From an optimization exercise on the open Yosys and OpenROAD flow, aimed at small area, a short achievable clock period and few clock cycles per item; shortcuts taken in it are not production practice. Where RTL was checked, it was by simulation tests only, not by an equivalence proof against the original. Power and IR drop assume default switching activity.

Design main, start of the top module:
module main(
    input clk,
    input rst,
    input start,
    input [7:0] a,
    input [7:0] b,
    output wire ready,
    output wire busy,
    output reg [8:0] y
);
reg ready_r;
reg [4:0] kh;          
reg [8:0] r;           
reg [7:0] x;           
reg ak, bk;            
assign ready = ready_r;
assign busy = ~ready_r;
wire [5:0] ab3 = {a[7:5], b[7:5]};
wire [8:0] qr3;
assign qr3[0] = (ab3 == 6'd9) | (ab3 == 6'd10) | (ab3 == 6'd11) | (ab3 == 6'd12) | (ab3 == 6'd13) | (ab3 == 6'd14) | (ab3 == 6'd15) | (ab3 == 6'd17) | (ab3 == 6'd25) | (ab3 == 6'd29) | (ab3 == 6'd30) | (ab3 == 6'd31) | (ab3 == 6'd33) | (ab3 == 6'd36) | (ab3 == 6'd37) | (ab3 == 6'd38) | (ab3 == 6'd39) | (ab3 == 6'd41) | (ab3 == 6'd43) | (ab3 == 6'd44) | (ab3 == 6'd45) | (ab3 == 6'd49) | (ab3 == 6'd51) | (ab3 == 6'd52) | (ab3 == 6'd57) | (ab3 == 6'd59) | (ab3 == 6'd60) | (ab3 == 6'd63);
assign qr3[1] = (ab3 == 6'd27) | (ab3 == 6'd36) | (ab3 == 6'd38) | (ab3 == 6'd47) | (ab3 == 6'd52) | (ab3 == 6'd61);
assign qr3[2] = (ab3 == 6'd18) | (ab3 == 6'd19) | (ab3 == 6'd20) | (ab3 == 6'd21) | (ab3 == 6'd22) | (ab3 == 6'd23) | (ab3 == 6'd26) | (ab3 == 6'd34) | (ab3 == 6'd36) | (ab3 == 6'd37) | (ab3 == 6'd42) | (ab3 == 6'd44) | (ab3 == 6'd46) | (ab3 == 6'd50) | (ab3 == 6'd53) | (ab3 == 6'd55) | (ab3 == 6'd58) | (ab3 == 6'd62);
assign qr3[3] = (ab3 == 6'd29) | (ab3 == 6'd30) | (ab3 == 6'd31) | (ab3 == 6'd43) | (ab3 == 6'd46) | (ab3 == 6'd47) | (ab3 == 6'd51) | (ab3 == 6'd53) | (ab3 == 6'd54) | (ab3 == 6'd59) | (ab3 == 6'd61);
assign qr3[4] = (ab3 == 6'd63);
  ...
==> flow/config.mk <==
export PLATFORM = sky130hd
export DESIGN_NAME = main
export DESIGN_NICKNAME = main
export VERILOG_FILES = /design/flow/design.v
export SDC_FILE = /design/flow/constraint.sdc
export NUM_CORES = 4
export LEC_CHECK = 0
export CAP_MARGIN = 20
export CORE_MARGIN = 2
export CORE_UTILIZATION = 40
export SETUP_SLACK_MARGIN = 1.3
export SLEW_MARGIN = 20
==> flow/constraint.sdc <==
create_clock -name core_clock -period 5.0 [get_ports {clk}]
set_input_delay 1.0000 -clock core_clock [delete_from_list [all_inputs] [get_ports {clk}]]
set_output_delay 1.0000 -clock core_clock [all_outputs]
set_load 0.01 [all_outputs]
standard.sh (not shown) runs the stock make flow with config.mk's settings and CLKGATE_MAP_FILE= SYNTH_SCRIPT=/design/flow/synth_recipe.tcl, a recipe that flattens the netlist after the stock synthesis.
==> flow/flow/run.sh <==
#!/bin/bash
# The standard layout (the standard.sh: the standard synthesis, then ORFS to
# the routed layout), with the input and output ports buffered by the smallest
# buffer, sky130_fd_sc_hd__buf_1, instead of the one buffer_ports picks itself.
# make's full output goes to standard.log in the work folder; ORFS's own logs
# stay under orfs/logs.
set -euo pipefail
export BUFFER_PORTS_ARGS="-buffer_cell sky130_fd_sc_hd__buf_1"
bash standard.sh finish > standard.log 2>&1
The baseline passed the timing, design-rule and antenna checks.
Testbench counts at the start, summed over its fixed seeds: cycles 12,288, items 2,048.
Edit:
==> flow/design.v (replaced) <==
`timescale 1ns / 1ps
module main(
    input clk,
    input rst,
    input start,
    input [7:0] a,
    input [7:0] b,
    output wire ready,
    output wire busy,
    output reg [8:0] y
);
reg ready_r;
reg [4:0] kh;          
reg [8:0] r;           
reg [7:0] x;           
reg ak, bk;            
assign ready = ready_r;
assign busy = ~ready_r;
wire [8:0] qr3;
assign qr3[0] = (~a[7] & ~a[6] & a[5] & b[6]) | (a[6] & ~b[7] & ~b[6] & b[5]) | (~a[7] & a[5] & b[7] & b[6]) | (a[7] & ~a[6] & ~a[5] & b[7]) | (a[7] & a[6] & ~b[7] & b[5]) | (a[7] & b[7] & ~b[6] & ~b[5]) | (~a[6] & a[5] & ~b[6] & b[5]) | (~a[6] & a[5] & b[7] & ~b[6]) | (~a[6] & a[5] & ~b[7] & b[5]) | (~a[7] & a[5] & ~b[6] & b[5]) | (a[7] & ~b[7] & ~b[6] & b[5]) | (a[6] & a[5] & b[7] & b[6] & b[5]);
assign qr3[1] = (a[7] & ~a[6] & ~a[5] & b[7] & ~b[5]) | (~a[7] & a[6] & a[5] & ~b[7] & b[6] & b[5]) | (a[7] & ~a[5] & b[7] & ~b[6] & ~b[5]) | (a[7] & a[6] & a[5] & b[7] & ~b[6] & b[5]) | (a[7] & ~a[6] & a[5] & b[7] & b[6] & b[5]);
assign qr3[2] = (a[7] & ~b[7] & b[6] & ~b[5]) | (~a[7] & a[6] & ~a[5] & b[6]) | (~a[7] & a[6] & ~a[5] & b[7]) | (a[6] & ~a[5] & b[7] & b[5]) | (a[6] & ~b[7] & b[6] & ~b[5]) | (a[7] & a[5] & b[6] & ~b[5]) | (a[7] & ~a[6] & b[7] & ~b[6] & ~b[5]) | (a[7] & ~a[5] & b[7] & ~b[6] & b[5]);
assign qr3[3] = (a[7] & ~a[6] & a[5] & b[7] & b[6]) | (a[7] & a[6] & ~b[7] & b[6] & b[5]) | (a[7] & a[6] & b[7] & ~b[6] & b[5]) | (a[7] & a[6] & ~a[5] & b[7] & b[6] & ~b[5]) | (~a[7] & a[6] & a[5] & b[7] & b[6]) | (a[7] & ~a[6] & a[5] & b[6] & b[5]) | (a[6] & a[5] & b[7] & ~b[6] & b[5]);
assign qr3[4] = (a[7] & a[6] & a[5] & b[7] & b[6] & b[5]);
assign qr3[5] = (~a[7] & ~a[6] & b[5]) | (a[5] & ~b[7] & ~b[6]) | (~a[7] & ~a[5] & b[6] & b[5]) | (a[6] & a[5] & ~b[7] & ~b[5]) | (~a[6] & ~b[7] & b[6] & b[5]) | (~a[6] & a[5] & ~b[6] & b[5]) | (~a[7] & a[6] & a[5] & ~b[6]) | (a[6] & ~a[5] & b[7] & b[5]) | (a[7] & a[6] & a[5] & b[6]) | (a[7] & a[5] & b[6] & ~b[5]) | (a[7] & ~a[5] & b[7] & ~b[6] & ~b[5]) | (~a[7] & b[7] & b[5]) | (a[7] & ~a[6] & ~a[5] & b[7] & ~b[5]);
assign qr3[6] = (~a[7] & ~a[6] & b[6]) | (a[6] & ~b[7] & ~b[6]) | (~a[6] & b[7] & b[6] & ~b[5]) | (a[7] & a[6] & ~a[5] & ~b[6]) | (a[7] & a[6] & ~b[7]) | (~a[7] & b[7] & b[6]) | (a[6] & ~b[7] & ~b[5]) | (a[7] & ~a[6] & a[5] & b[7] & ~b[6]) | (a[6] & ~a[5] & ~b[7]) | (a[7] & ~a[5] & b[7] & ~b[6] & b[5]);
assign qr3[7] = (~a[7] & b[7]) | (a[7] & ~b[7]) | (~a[5] & b[7] & ~b[6]) | (~a[6] & b[7] & ~b[5]) | (~a[6] & b[7] & ~b[6]) | (~a[7] & a[6] & a[5] & b[6] & b[5]);
assign qr3[8] = (a[7] & b[7] & b[6] & b[5]) | (a[7] & a[6] & a[5] & b[7]) | (a[7] & a[6] & b[7] & b[6]);
wire [3:0] q3 = qr3[8:5];
wire [4:0] r3 = qr3[4:0];
wire [4:0] kh_n = ready_r ? 5'b10000 : {1'b0, kh[4:1]};
wire ak_n = |(kh_n & a[4:0]);
wire bk_n = |(kh_n & b[4:0]);
wire [6:0] a_n = ({7{kh_n[4]}} & {4'd0, a[7:5]}) | ({7{kh_n[3]}} & {3'd0, a[7:4]}) |
                 ({7{kh_n[2]}} & {2'd0, a[7:3]}) | ({7{kh_n[1]}} & {1'd0, a[7:2]}) |
                 ({7{kh_n[0]}} & a[7:1]);
wire [6:0] b_n = ({7{kh_n[4]}} & {4'd0, b[7:5]}) | ({7{kh_n[3]}} & {3'd0, b[7:4]}) |
                 ({7{kh_n[2]}} & {2'd0, b[7:3]}) | ({7{kh_n[1]}} & {1'd0, b[7:2]}) |
                 ({7{kh_n[0]}} & b[7:1]);
wire [7:0] q = y[7:0];
wire [9:0] sum3 = r + x;
wire [11:0] t  = {sum3, ak & bk, ak ^ bk};
wire [7:0] qinc = q + 8'd1;
wire [11:0] c3 = {1'b0, q, 3'b100} + {2'b0, qinc, 2'b01};
wire [12:0] t1 = {1'b0, t} - {3'b0, q, 2'b01};
wire [12:0] t2 = {1'b0, t} - {2'b0, q, 3'b100};
wire [12:0] t3 = {1'b0, t} - {1'b0, c3};
always @(posedge clk) begin
    kh <= kh_n;
    ak <= ak_n;
    bk <= bk_n;
    x <= (ak_n ? a_n : 7'd0) + (bk_n ? b_n : 7'd0);
    if (ready_r) begin
        r <= {4'd0, r3};
    end else begin
        if (!t3[12]) r <= t3[8:0];
        else if (!t2[12]) r <= t2[8:0];
        else if (!t1[12]) r <= t1[8:0];
        else r <= t[8:0];
    end
    if (ready_r) begin
        if (start) y <= {5'd0, q3};
    end else begin
        if (!t3[12]) y <= {qinc, 1'b1};
        else if (!t2[12]) y <= {qinc, 1'b0};
        else if (!t1[12]) y <= {q, 1'b1};
        else y <= {q, 1'b0};
    end
end
always @(posedge clk)
    if (rst) ready_r <= 1'b1;
    else if (ready_r) ready_r <= ~start;
    else ready_r <= kh[0];
endmodule
Effect: Register-to-register slack got worse by 0.10 ns; via count is lower by 7.0%; worst setup slack gets worse by 0.10 ns; routed wire length goes down by 3.1%; area after synthesis falls by 4.2%; power came out higher by 10%; final cell count fell by 1.7%; utilization goes up by 2.3 points; hold slack improved by 0.031 ns; sequential cell count stays the same; non-clock buffer count came out higher by 9; critical path depth goes up by 2.
Only the layout flow was run in the second run of this note; the RTL was not checked for function there.

## what the ideal ports hide
Ports are ideal in the flow. The routed layouts listed here were re-timed in OpenROAD. Step 1 sets driving cells, clkbuf_16 on the clock port and buf_2 on the other inputs (assumed; they add their load-dependent delay and slew). Step 2, shift: input delay + t, output delay - t, t = (earliest + latest rising clock arrival at the registers) / 2. This alone moves slack from input paths to output paths. a / b / c = ideal ports / drivers / drivers and shift; a / b = the first two.
run	t (ns)	slack for setup (ns)	hold WS [ns]	pins driven straight from the clock port
the first run	0.324	1.378 / 1.378 / 1.378	0.440 / 0.440 / 0.440	1
the second run	0.334	1.273 / 1.273 / 1.273	0.471 / 0.471 / 0.471	1
After both steps setup and hold are still met in every run listed.
